From an optimization exercise on the open Yosys and OpenROAD flow, aimed at small area; shortcuts taken in it are not production practice.
Only simulation tests tie the RTL to the original design; equivalence was not proved.
No activity file was given, so power comes from the tool's default toggle rates.

==> job 1437: inputs <==
// gwct_top
module gwct_top #(
    parameter CLK_HZ = 50_000_000,
    parameter BAUD   = 115_200
)(
    input         clk,
    input         rstn,
    input         gwct_rx,
    output        gwct_tx,
    output [31:0] PADDR,
    output        PSEL,
    output        PENABLE,
    output        PWRITE,
    output [31:0] PWDATA,
    output [3:0]  PSTRB,
    output [2:0]  PPROT,
    input  [31:0] PRDATA,
    input         PREADY,
    input         PSLVERR
);
==> module gwct_top, before the edit <==
module gwct_top #(
    parameter CLK_HZ = 50_000_000,
    parameter BAUD   = 115_200
)(
    input         clk,
    input         rstn,
    input         gwct_rx,
    output        gwct_tx,
    output [31:0] PADDR,
    output        PSEL,
    output        PENABLE,
    output        PWRITE,
    output [31:0] PWDATA,
    output [3:0]  PSTRB,
    output [2:0]  PPROT,
    input  [31:0] PRDATA,
    input         PREADY,
    input         PSLVERR
);
    localparam integer DIV  = CLK_HZ / BAUD;
    localparam integer HALF = DIV / 2;
    function [8:0] lstep(input [8:0] c);
        lstep = {c[7:0], ~(c[8] ^ c[4])};
    endfunction
    function [8:0] LB(input integer n);
        integer i;
        reg [8:0] s;
        begin
            s = 9'd0;
            for (i = 0; i < n; i = i + 1)
                s = {~s[0] ^ s[5], s[8:1]};
            LB = s;
        end
    endfunction
    reg s0, s1, s2;
    always @(posedge clk) begin
        s0 <= gwct_rx; s1 <= s0; s2 <= s1;
    end
    wire rxi = s2;
    reg [3:0] rph;
    reg [8:0] rcnt;
    wire rz = (rcnt == 9'd0);
    wire sample = rph[3] & rz;
    wire [2:0] k = rph[2:0];
    wire byte_ok = (rph == 4'd2) & rz & rxi;
    always @(posedge clk or negedge rstn)
        if (!rstn) rph <= 4'd0;
        else if (rph == 4'd0) begin
            if (!rxi) rph <= 4'd1;
        end else if (rz) begin
            if (rph == 4'd1)       rph <= 4'd8;
            else if (rph == 4'd15) rph <= 4'd2;
            else if (rph == 4'd2)  rph <= 4'd0;
            else                   rph <= rph + 4'd1;
        end
    always @(posedge clk) begin
        if (rph == 4'd0)   rcnt <= LB(HALF);
        else if (rz)       rcnt <= LB(DIV - 1);
        else               rcnt <= lstep(rcnt);
    end
    localparam M0 = 4'd0, M1 = 4'd1, M9 = 4'd9, M10 = 4'd10,
               V1 = 4'd11, V2 = 4'd12, SETUP = 4'd13, ACCESS = 4'd14, WAIT = 4'd15;
    reg [3:0] ms;
    reg [31:0] A, D;
    reg [7:0] acc;
    reg wr, err, ok;
    reg [3:0] tph;
    reg [2:0] tb;
    reg [8:0] tcnt;
    wire tz = (tcnt == 9'd0);
    wire t_idle = (tph == 4'd0) && (tb == 3'd0);
    wire t_exit = (tb == 3'd0) && (tph == 4'd1) && (tcnt == LB(DIV - 2));
    wire done_apb = (ms == ACCESS) && PREADY;
    wire t_shift = tz && (tph == 4'd15) && (tb >= 3'd1) && (tb <= 3'd4);
    wire [7:0] magic = 8'h47;
    reg m;
    always @(*) begin
        if (ms == M1)
            m = (k == 3'd0) ? 1'b1 : (k == 3'd1) ? (rxi != wr) : !rxi;
        else if (ms == M10)
            m = (rxi == acc[k]);
        else
            m = (rxi == magic[k]);
    end
    always @(posedge clk or negedge rstn)
        if (!rstn) ms <= M0;
        else case (ms)
            M0:     if (byte_ok && ok) ms <= M1;
            M1:     if (byte_ok) ms <= ok ? 4'd2 : M0;
            M10:    if (byte_ok) ms <= ok ? V1 : M0;
            V1:     ms <= V2;
            V2:     ms <= SETUP;
            SETUP:  ms <= ACCESS;
            ACCESS: if (PREADY) ms <= WAIT;
            WAIT:   if (t_exit) ms <= M0;
            default: if (byte_ok) ms <= ms + 4'd1;
        endcase
    wire stor = (ms >= 4'd2) && (ms <= M9);
    always @(posedge clk) begin
        if (sample) ok <= (k == 3'd0 ? 1'b1 : ok) & m;
        if (sample && ms == M1 && k <= 3'd1) wr <= rxi;
        if ((byte_ok && stor && ms != M9) || t_shift) begin
            A <= {D[7:0], A[31:8]};
            D[23:0] <= D[31:8];
        end else if (done_apb)
            D[23:0] <= PRDATA[23:0];
        if (sample && stor)
            D[31:24] <= {rxi, D[31:25]};
        else if (done_apb)
            D[31:24] <= PRDATA[31:24];
        if (done_apb) err <= PSLVERR;
        if ((byte_ok && ms == M1) || done_apb)
            acc <= wr ? 8'h45 : 8'h46;
        else if (byte_ok && stor)
            acc <= acc ^ D[31:24];
        else if (t_shift)
            acc <= acc ^ D[7:0];
    end
    always @(posedge clk or negedge rstn)
        if (!rstn) begin
            tph <= 4'd0;
            tb  <= 3'd0;
        end else if (done_apb) begin
            tph <= 4'd0;
            tb  <= 3'd7;
        end else if (tz && !t_idle) begin
            if (tph == 4'd1) tph <= 4'd8;
            else             tph <= tph + 4'd1;
            if (tph == 4'd0) tb <= tb - 3'd1;
        end
    always @(posedge clk)
        if (done_apb)
            tcnt <= LB(4);
        else if (tz)
            tcnt <= (tph == 4'd15) ? LB(DIV + 1) : LB(DIV - 1);
        else
            tcnt <= lstep(tcnt);
    reg [7:0] tv;
    always @(*) begin
        case (tb)
            3'd6: tv = 8'h47;
            3'd5: tv = err ? 8'hFF : (wr ? 8'h02 : 8'h01);
            3'd0: tv = err ? 8'hB8 : acc;
            default: tv = err ? 8'h00 : D[7:0];
        endcase
    end
    assign gwct_tx = tph[3] ? tv[tph[2:0]] : ~tph[0];
    assign PADDR   = A;
    assign PWDATA  = D;
    assign PWRITE  = wr;
    assign PSEL    = (ms == SETUP) || (ms == ACCESS);
    assign PENABLE = (ms == ACCESS);
    assign PSTRB   = 4'hF;
    assign PPROT   = 3'b000;
endmodule
clock: 20.0 ns
lec_check: 0
cap_margin: 20
core_margin: 2
core_utilization: 40
slew_margin: 20
standard.sh (not shown) runs the stock make flow with config.mk's settings and CLKGATE_MAP_FILE= SYNTH_SCRIPT=/design/flow/synth_recipe.tcl, a recipe that flattens the netlist after the stock synthesis.
==> flow/flow/run.sh <==
#!/bin/bash
# Layout flow: the standard ORFS flow (standard.sh), with two changes to how
# the layout is built:
#  - port buffers use sky130_fd_sc_hd__buf_1 (every input and output port still
#    gets its own buffer, as in the standard flow);
#  - clock tree synthesis uses clkbuf_8 buffers, larger sink clusters and no
#    dummy load cells.
# The full output of the make run goes to flow_make.log in this folder; ORFS
# keeps each tool's own log under orfs/logs/.
set -euo pipefail
export BUFFER_PORTS_ARGS="-buffer_cell sky130_fd_sc_hd__buf_1"
export CTS_ARGS="-sink_clustering_enable -repair_clock_nets -dont_use_dummy_load -buf_list sky130_fd_sc_hd__clkbuf_8 -sink_clustering_size 60 -sink_clustering_max_diameter 200"
bash standard.sh > flow_make.log 2>&1
==> job 3309: changes against job 1437 <==
==> flow/design.v (replaced) <==
module gwct_top #(
    parameter CLK_HZ = 50_000_000,
    parameter BAUD   = 115_200
)(
    input         clk,
    input         rstn,
    input         gwct_rx,
    output        gwct_tx,
    output [31:0] PADDR,
    output        PSEL,
    output        PENABLE,
    output        PWRITE,
    output [31:0] PWDATA,
    output [3:0]  PSTRB,
    output [2:0]  PPROT,
    input  [31:0] PRDATA,
    input         PREADY,
    input         PSLVERR
);
    localparam integer DIV  = CLK_HZ / BAUD;
    localparam integer HALF = DIV / 2;
    reg s0, s1, s2;
    always @(posedge clk) begin
        s0 <= gwct_rx; s1 <= s0; s2 <= s1;
    end
    wire rxi = s2;
    reg [1:0] rst;             
    reg [8:0] rcnt;
    reg [2:0] rbit;
    reg [7:0] rsh;
    wire rz = (rcnt == 9'd0);
    wire byte_ok = (rst == 2'd3) & rz & rxi;
    always @(posedge clk or negedge rstn)
        if (!rstn) rst <= 2'd0;
        else case (rst)
            2'd0: if (!rxi) rst <= 2'd1;
            2'd1: if (rz) rst <= 2'd2;
            2'd2: if (rz && rbit == 3'd7) rst <= 2'd3;
            2'd3: if (rz) rst <= 2'd0;
        endcase
    always @(posedge clk) begin
        if (rst == 2'd0)   rcnt <= HALF;
        else if (rz)       rcnt <= DIV - 1;
        else               rcnt <= rcnt - 9'd1;
        if (rst == 2'd1)   rbit <= 3'd0;
        else if (rst == 2'd2 && rz) rbit <= rbit + 3'd1;
        if (rst == 2'd2 && rz) rsh <= {rxi, rsh[7:1]};
    end
    localparam M0 = 4'd0, M1 = 4'd1, M9 = 4'd9, M10 = 4'd10,
               V1 = 4'd11, V2 = 4'd12, SETUP = 4'd13, ACCESS = 4'd14, WAIT = 4'd15;
    reg [3:0] ms;
    reg [31:0] A, D;
    reg [7:0] acc;
    reg wr, err;
    localparam T_START = 4'd8, T_STOP = 4'd9;    
    reg [3:0] tph;
    reg [2:0] tby;
    reg [8:0] tcnt;
    wire tz = (tcnt == 9'd0);
    wire t_idle = (tph == T_STOP) && (tby == 3'd6);
    wire t_exit = (tby == 3'd6) && (tph == T_START) && (tcnt == DIV - 2);
    wire done_apb = (ms == ACCESS) && PREADY;
    wire t_shift = tz && (tph == 4'd7) && (tby >= 3'd2) && (tby <= 3'd5);
    always @(posedge clk or negedge rstn)
        if (!rstn) ms <= M0;
        else case (ms)
            M0:     if (byte_ok && rsh == 8'h47) ms <= M1;
            M1:     if (byte_ok) ms <= (rsh == 8'h01 || rsh == 8'h02) ? 4'd2 : M0;
            M10:    if (byte_ok) ms <= (acc == rsh) ? V1 : M0;
            V1:     ms <= V2;
            V2:     ms <= SETUP;
            SETUP:  ms <= ACCESS;
            ACCESS: if (PREADY) ms <= WAIT;
            WAIT:   if (t_exit) ms <= M0;
            default: if (byte_ok) ms <= ms + 4'd1;
        endcase
    wire store = byte_ok && ms >= 4'd2 && ms <= M9;
    always @(posedge clk) begin
        if (store || t_shift) begin
            A <= {D[7:0], A[31:8]};
            D <= {rsh, D[31:8]};
        end else if (done_apb)
            D <= PRDATA;
        if (done_apb) err <= PSLVERR;
        if (byte_ok && ms == M1) wr <= rsh[1];
        if (byte_ok && ms == M1)
            acc <= 8'h47 ^ rsh;
        else if (store)
            acc <= acc ^ rsh;
        else if (done_apb)
            acc <= wr ? 8'h45 : 8'h46;
        else if (t_shift)
            acc <= acc ^ D[7:0];
    end
    always @(posedge clk or negedge rstn)
        if (!rstn) begin
            tph <= T_STOP;
            tby <= 3'd6;
        end else if (done_apb) begin
            tph <= T_STOP;
            tby <= 3'd7;
        end else if (tz && !t_idle) begin
            if (tph == T_STOP) begin
                tph <= T_START;
                tby <= tby + 3'd1;
            end else if (tph == T_START)
                tph <= 4'd0;
            else if (tph == 4'd7)
                tph <= T_STOP;
            else
                tph <= tph + 4'd1;
        end
    always @(posedge clk)
        if (done_apb)
            tcnt <= 9'd4;
        else if (tz)
            tcnt <= (tph == 4'd7) ? DIV + 1 : DIV - 1;
        else
            tcnt <= tcnt - 9'd1;
    reg [7:0] tv;
    always @(*) begin
        case (tby)
            3'd0: tv = 8'h47;
            3'd1: tv = err ? 8'hFF : (wr ? 8'h02 : 8'h01);
            3'd6: tv = err ? 8'hB8 : acc;
            default: tv = err ? 8'h00 : D[7:0];
        endcase
    end
    assign gwct_tx = (tph == T_START) ? 1'b0 : (tph == T_STOP) ? 1'b1 : tv[tph[2:0]];
    assign PADDR   = A;
    assign PWDATA  = D;
    assign PWRITE  = wr;
    assign PSEL    = (ms == SETUP) || (ms == ACCESS);
    assign PENABLE = (ms == ACCESS);
    assign PSTRB   = 4'hF;
    assign PPROT   = 3'b000;
endmodule
==> flow/run.sh (new file) <==
#!/bin/bash
# synth_recipe.tcl (not shown) runs the flow's synth.tcl, then flattens the netlist and writes it again
# the make line also repeats each setting of config.mk as NAME=value (left out here)
make -C /OpenROAD-flow-scripts/flow DESIGN_CONFIG=/design/flow/config.mk WORK_HOME=/design/flow/orfs CLKGATE_MAP_FILE= SYNTH_SCRIPT=/design/flow/synth_recipe.tcl finish
removed: flow/flow/run.sh
removed: flow/standard.sh
==> qor summary <==
| metric | job 1437 | job 3309 |
|---|---|---|
| Outcome | timing/DRC/antenna clean | timing/DRC/antenna clean |
| Relative area of non-clock buffer cells in the final design | 7.04% | 14.0% |
| DR WL met3 | 725 um | 766 um |
| FF/Latch Area | 3050 um^2 | 3270 um^2 |
| Layout Cells excl Fill | 719 | 821 |
| Worst r2r dst | D[16] | D[26] |
| Final cell utilization of the core | 45.3% | 53.2% |
| Post-synthesis xor/xnor area fraction | 1.16% | 2.90% |
| GR Layer Usage met1 | 22.6% | 22.7% |
| Clock-pin slew of the registers on the worst-case setup and hold paths | 0.09 ns | 0.05 ns |
| CP Max Fanout | 16 | 6 |
| Share of final-layout standard cells stronger than drive strength 1 | 10.7% | 13.8% |
| Root Buffer | sky130_fd_sc_hd__clkbuf_8 | sky130_fd_sc_hd__clkbuf_16 |
| Number of gates on the worst path with buffers counted | 5 | 8 |
| Library cells used by synthesis | 67 | 66 |
| Clock share of power | 29.5% | 52.6% |
| Number of well taps | 176 | 184 |
| Area of the mapped netlist | 5310 um^2 | 6030 um^2 |
| Multiplexer share of the synthesized area | 8.98% | 7.88% |
| Die width | 119 um | 127 um |
| Relative area of clock buffers and inverters in the final design | 2.09% | 7.57% |
| Gate count of the mapped netlist | 455 | 522 |
| Post-DR vias/cell | 5.45 | 5.48 |
| Final clock period utilization by the worst path | 32.4% | 36.5% |
| Die Y-Extent | 119 um | 127 um |

==> port drivers added, routing unchanged <==
The flow's constraints put no driver on any port. The routed layouts listed below were extracted and timed again, unchanged, in two steps.
Step 1 (the two cells are an assumption about what drives the block):
set clk [get_ports {clk}]
set_driving_cell -lib_cell sky130_fd_sc_hd__clkbuf_16 $clk
set_driving_cell -lib_cell sky130_fd_sc_hd__buf_2 [delete_from_list [all_inputs] $clk]
Step 2 moves the port delays by t, midway between the first and last clock arrival at a register: inputs arrive t later, outputs are due t later. That takes back most of the time a late clock gives input paths.
a / b / c = ideal / step 1 / step 2; a / b = the first two.
run | t, ns | setup slack, ns | hold WS [ns] | slew at the worst register clock pin (ns) | pins driven straight from the clock port
job 1437 | 0.394 | 13.527 / 13.493 / 13.887 | 0.321 / 0.321 / 0.321 | 0.11 / 0.11 | 1
job 3309 | 0.455 | 12.700 / 12.656 / 13.111 | 0.323 / 0.323 / 0.323 | 0.06 / 0.06 | 1
After both steps setup and hold are still met in every run listed.
